This design comes from an exercise in tuning for small area on the open sky130 flow, not from production work. Function was checked by simulation only, so behaviour that the tests miss may differ from the original. The clock port is modelled as an ideal driver; clocking choices that lean on that would not hold on a real chip. No activity file was given, so power comes from the tool's default toggle rates.

==> flow/design.v (excerpt) <==
module flagteller(
        input uart,
        input clk_12,
        input rst,
        output uart2
);
Size: ~710 cells after synthesis, about 4 I/O pins.
Settings: LEC_CHECK=0, CAP_MARGIN=20, CORE_MARGIN=2, CORE_UTILIZATION=60, CTS_BUF_LIST=sky130_fd_sc_hd__clkbuf_8, CTS_CLUSTER_DIAMETER=60, CTS_CLUSTER_SIZE=20, PLACE_DENSITY=0.7, SLEW_MARGIN=20; clock period 5.0 ns.
standard.sh (not shown) runs the stock make flow with config.mk's settings and CLKGATE_MAP_FILE= SYNTH_SCRIPT=/design/flow/synth_recipe.tcl, a recipe that flattens the netlist after the stock synthesis.
==> flow/flow/run.sh <==
#!/bin/bash
# Standard layout, except that clock tree synthesis inserts no dummy loads.
set -euo pipefail
export CTS_ARGS="-sink_clustering_enable -repair_clock_nets -dont_use_dummy_load -sink_clustering_size 40 -sink_clustering_max_diameter 200 -buf_list sky130_fd_sc_hd__clkbuf_8"
bash standard.sh > standard.log 2>&1
The baseline completed with no timing, DRC or antenna violations.
==> next run, changes <==
==> flow/run.sh (new file) <==
#!/bin/bash
# synth_recipe.tcl (not shown) runs the flow's synth.tcl, then flattens the netlist and writes it again
# the make line also repeats each setting of config.mk as NAME=value (left out here)
make -C /OpenROAD-flow-scripts/flow DESIGN_CONFIG=/design/flow/config.mk WORK_HOME=/design/flow/orfs CLKGATE_MAP_FILE= SYNTH_SCRIPT=/design/flow/synth_recipe.tcl finish
removed: flow/flow/run.sh
removed: flow/standard.sh
What happened:
- The new run went through all stages and came out clean
- maximum frequency hardly moves
- sequential cell count does not change
- total power increases by 4.3%
- sequential share of layout area goes down by 0.49 points
- combinational power barely changes
- design area rises by 1.1%
==> next run, changes <==
==> flow/flow/run.sh (new file) <==
#!/bin/bash
# Standard layout, except that clock tree synthesis inserts no dummy loads.
set -euo pipefail
export CTS_ARGS="-sink_clustering_enable -repair_clock_nets -dont_use_dummy_load -sink_clustering_size 20 -sink_clustering_max_diameter 60 -buf_list sky130_fd_sc_hd__clkbuf_8"
bash standard.sh > standard.log 2>&1
==> flow/standard.sh (new file) <==
#!/bin/bash
# synth_recipe.tcl (not shown) runs the flow's synth.tcl, then flattens the netlist and writes it again
# the make line also repeats each setting of config.mk as NAME=value (left out here)
make -C /OpenROAD-flow-scripts/flow DESIGN_CONFIG=/design/flow/config.mk WORK_HOME=/design/flow/orfs CLKGATE_MAP_FILE= SYNTH_SCRIPT=/design/flow/synth_recipe.tcl "${@:-finish}"
removed: flow/run.sh
Clock skew is higher by 15 ps; worst hold slack hardly moves; synthesized area is unchanged; sequential power is about the same; worst setup slack barely changes; synthesized cell count is unchanged; power is lower by 4.2%; die area does not change.
==> next run, changes <==
==> flow/flow/run.sh (replaced) <==
#!/bin/bash
# Standard layout, except that clock tree synthesis inserts no dummy loads.
set -euo pipefail
export CTS_ARGS="-sink_clustering_enable -repair_clock_nets -dont_use_dummy_load -sink_clustering_size 40 -sink_clustering_max_diameter 200 -buf_list sky130_fd_sc_hd__clkbuf_16"
bash standard.sh > standard.log 2>&1
Effect: Total power increases by 5.8%; final area increases by 1.5%; count of clock-buffer cells in the layout stays the same; die area does not change; area after synthesis does not change; wire length stays flat; core utilization increases by 0.93 points; first-iteration DRC count increases by 1.5%.

========
Setup of v6:
flagteller, a different RTL version from the one above (not shown whole).
Size in the first run: roughly 620 cells after synthesis, roughly 4 I/O pins, about 6300 sq um of cells after synthesis.
Design flagteller, start of the top module:
module flagteller(uart, clk_12, rst, uart2);
  input uart;
  wire uart;
  input clk_12;
  wire clk_12;
  input rst;
  wire rst;
  output uart2;
  wire uart2;
  wire [63:0] _0000_;
  wire [6:0] _0001_;
  wire _0002_;
  wire _0003_;
  wire _0004_;
  wire _0005_;
  wire _0006_;
  wire _0007_;
  wire _0008_;
  wire _0009_;
  wire _0010_;
  wire _0011_;
  wire _0012_;
  wire _0013_;
  wire _0014_;
  wire _0015_;
  wire _0016_;
  wire _0017_;
  wire _0018_;
  wire _0019_;
  wire _0020_;
  wire _0021_;
  wire _0022_;
  wire _0023_;
  wire _0024_;
  wire _0025_;
  wire _0026_;
  wire _0027_;
  wire _0028_;
  wire _0029_;
  wire _0030_;
  wire _0031_;
  wire _0032_;
  wire _0033_;
  wire _0034_;
  wire _0035_;
  wire _0036_;
  wire _0037_;
  wire _0038_;
  wire _0039_;
  wire _0040_;
  wire _0041_;
  wire _0042_;
  wire _0043_;
  wire _0044_;
  wire _0045_;
  wire _0046_;
  wire _0047_;
  wire _0048_;
  wire _0049_;
  wire _0050_;
  wire _0051_;
  wire _0052_;
  wire _0053_;
  wire _0054_;
  wire _0055_;
  wire _0056_;
  wire _0057_;
  wire _0058_;
  wire _0059_;
  wire _0060_;
  wire _0061_;
  wire _0062_;
  wire _0063_;
  wire _0064_;
  wire _0065_;
  wire _0066_;
  wire _0067_;
  wire _0068_;
  wire _0069_;
  wire _0070_;
  wire _0071_;
  wire _0072_;
  wire _0073_;
  wire _0074_;
  wire _0075_;
  wire _0076_;
  wire _0077_;
  wire _0078_;
  wire _0079_;
  wire _0080_;
  wire _0081_;
  wire _0082_;
  wire _0083_;
  wire _0084_;
  wire _0085_;
  wire _0086_;
  wire _0087_;
  wire _0088_;
  wire _0089_;
  wire _0090_;
  wire _0091_;
  wire _0092_;
  wire _0093_;
  wire _0094_;
  wire _0095_;
  wire _0096_;
  wire _0097_;
  wire _0098_;
  wire _0099_;
  wire _0100_;
  wire _0101_;
  wire _0102_;
  wire _0103_;
  wire _0104_;
  wire _0105_;
  wire _0106_;
  wire _0107_;
  wire _0108_;
  wire _0109_;
  wire _0110_;
  wire _0111_;
  wire _0112_;
  wire _0113_;
  wire _0114_;
  wire _0115_;
  wire _0116_;
  wire _0117_;
  wire _0118_;
  wire _0119_;
  wire _0120_;
  wire _0121_;
  wire _0122_;
  wire _0123_;
  wire _0124_;
  wire _0125_;
  wire _0126_;
  wire _0127_;
  wire _0128_;
  ...
export LEC_CHECK = 0
export CAP_MARGIN = 20
export CORE_MARGIN = 2
export CORE_UTILIZATION = 60
export CTS_BUF_LIST = sky130_fd_sc_hd__clkbuf_8
export CTS_CLUSTER_DIAMETER = 60
export CTS_CLUSTER_SIZE = 20
export PLACE_DENSITY = 0.7
export SLEW_MARGIN = 20
create_clock -name core_clock -period 5.0 [get_ports {clk_12}]
==> flow/flow/run.sh <==
#!/bin/bash
# Standard layout, except that clock tree synthesis inserts no dummy loads.
set -euo pipefail
export CTS_ARGS="-sink_clustering_enable -repair_clock_nets -dont_use_dummy_load -sink_clustering_size 20 -sink_clustering_max_diameter 60 -buf_list sky130_fd_sc_hd__clkbuf_8"
export PRE_CTS_TCL="$(pwd)/flow/pre_cts.tcl"
bash standard.sh > standard.log 2>&1
==> flow/flow/pre_cts.tcl <==
configure_cts_characterization -max_cap 0.15
## Diff of input files: v7 against v6
==> flow/flow/run.sh <==
#!/bin/bash
# Standard layout, except that clock tree synthesis inserts no dummy loads.
set -euo pipefail
export CTS_ARGS="-sink_clustering_enable -repair_clock_nets -dont_use_dummy_load -sink_clustering_size 20 -sink_clustering_max_diameter 60 -buf_list sky130_fd_sc_hd__clkbuf_8"
export RECOVER_POWER=100
bash standard.sh > standard.log 2>&1
removed: flow/flow/pre_cts.tcl
## What came out
On share of total power in sequential cells, v6 and v7 are basically level. STATUS run=v7 STAGES=ALL_DONE FINAL_CHECKS=FAILED CAUSE=max-capacitance violations, max-slew violations. Delta (v7 minus v6): detail-routed net length per standard cell ~0 delta; max-slew violation total from the final report +65; fraction of final layout cells sized beyond drive strength 1 -0.50 points. Comparing v6 with v7, the combinational power came out essentially unchanged. Sequential portion of the cell area essentially unchanged between v7 and v6.

========
flagteller again, from the RTL that the note above started with.
Settings: LEC_CHECK=0, CAP_MARGIN=20, CORE_MARGIN=2, CORE_UTILIZATION=60, CTS_BUF_LIST=sky130_fd_sc_hd__clkbuf_8, CTS_CLUSTER_DIAMETER=60, CTS_CLUSTER_SIZE=20, PLACE_DENSITY=0.7, SLEW_MARGIN=20; clock period 5.0 ns.
==> flow/flow/run.sh <==
#!/bin/bash
# Standard layout, except that clock tree synthesis inserts no dummy loads.
set -euo pipefail
export CTS_ARGS="-sink_clustering_enable -repair_clock_nets -dont_use_dummy_load -sink_clustering_size 20 -sink_clustering_max_diameter 60 -buf_list sky130_fd_sc_hd__clkbuf_8"
export PRE_CTS_TCL="$(pwd)/flow/pre_cts.tcl"
bash standard.sh > standard.log 2>&1
==> flow/flow/pre_cts.tcl <==
configure_cts_characterization -max_slew 0.2
Rerun with:
--- a/flow/flow/run.sh
+++ b/flow/flow/run.sh
@@ -5 +4,0 @@
-export PRE_CTS_TCL="$(pwd)/flow/pre_cts.tcl"
removed: flow/flow/pre_cts.tcl
The new run finished with timing, DRC and antenna clean.
Worst setup slack does not change.
Synthesized cell count does not change.
Count of clock-buffer cells in the layout does not change.
Die area is unchanged.
Rerun with:
==> flow/flow/run.sh (replaced) <==
#!/bin/bash
# Standard layout, except that clock tree synthesis inserts no dummy loads.
set -euo pipefail
export CTS_ARGS="-sink_clustering_enable -repair_clock_nets -dont_use_dummy_load -sink_clustering_size 50 -sink_clustering_max_diameter 300 -sink_clustering_levels 1 -buf_list sky130_fd_sc_hd__clkbuf_8"
bash standard.sh > standard.log 2>&1
The changed run ran to the end with no violations.
Global-route usage stays the same.
Maximum frequency is unchanged.
Clock skew is unchanged.
Wire length is unchanged.
Core utilization does not change.
Synthesized cell count stays the same.
Final area is unchanged.
Clock-buffer cell count stays the same.
Rerun with:
==> flow/flow/run.sh (replaced) <==
#!/bin/bash
# Standard layout, except that clock tree synthesis inserts no dummy loads.
set -euo pipefail
export CTS_ARGS="-sink_clustering_enable -repair_clock_nets -dont_use_dummy_load -sink_clustering_size 20 -sink_clustering_max_diameter 60 -buf_list sky130_fd_sc_hd__clkbuf_8"
bash standard.sh > standard.log 2>&1
ABC_AREA = 1   (was unset)
Effect:
- The new run went through all stages and came out clean
- cell count went up by about 11%
- setup slack is better by 0.11 ns
- total power went up by about 14%
- core utilization went up by 0.49 points
- sequential power went up by about 10%
- via count went up by about 4.4%

[port drivers added, routing unchanged]
The results above use ideal ports. As a check the final layouts listed here were re-extracted and re-timed, cells and wires unchanged. Step 1 (the two cells are an assumption about what drives the block):
set clk [get_ports {clk_12}]
set_driving_cell -lib_cell sky130_fd_sc_hd__clkbuf_16 $clk
set_driving_cell -lib_cell sky130_fd_sc_hd__buf_2 [delete_from_list [all_inputs] $clk]
Step 2 adds t to the input delays and takes it off the output delays; t is the mean of the earliest and latest rising clock arrival at the registers after step 1. Input paths then give back, and output paths get back, about the clock's delay inside the block. Three values: ideal, step 1, step 2; two values: the first two.
| run | t (ns) | setup WS [ns] | worst data-port slew with drivers (ns) | cell pins on the clock port's net |
|---|---|---|---|---|
| the first run of note 1 | 0.415 | 1.693 / 1.693 / 1.668 | 0.03 | 1 |
| the second run of note 1 | 0.430 | 1.696 / 1.696 / 1.696 | 0.03 | 1 |
| the third run of note 1 | 0.415 | 1.693 / 1.693 / 1.668 | 0.03 | 1 |
| the fourth run of note 1 | 0.392 | 1.694 / 1.694 / 1.694 | 0.03 | 1 |
| v6 | 0.413 | 1.771 / 1.771 / 1.554 | 0.03 | 1 |
| v7 | 0.414 | 1.284 / 1.284 / 1.284 | 0.03 | 1 |
| the first run of note 3 | 0.413 | 1.771 / 1.771 / 1.554 | 0.03 | 1 |
| the second run of note 3 | 0.413 | 1.771 / 1.771 / 1.554 | 0.03 | 1 |
| the third run of note 3 | 0.413 | 1.771 / 1.771 / 1.554 | 0.03 | 1 |
| the fourth run of note 3 | 0.401 | 1.885 / 1.885 / 1.840 | 0.03 | 1 |
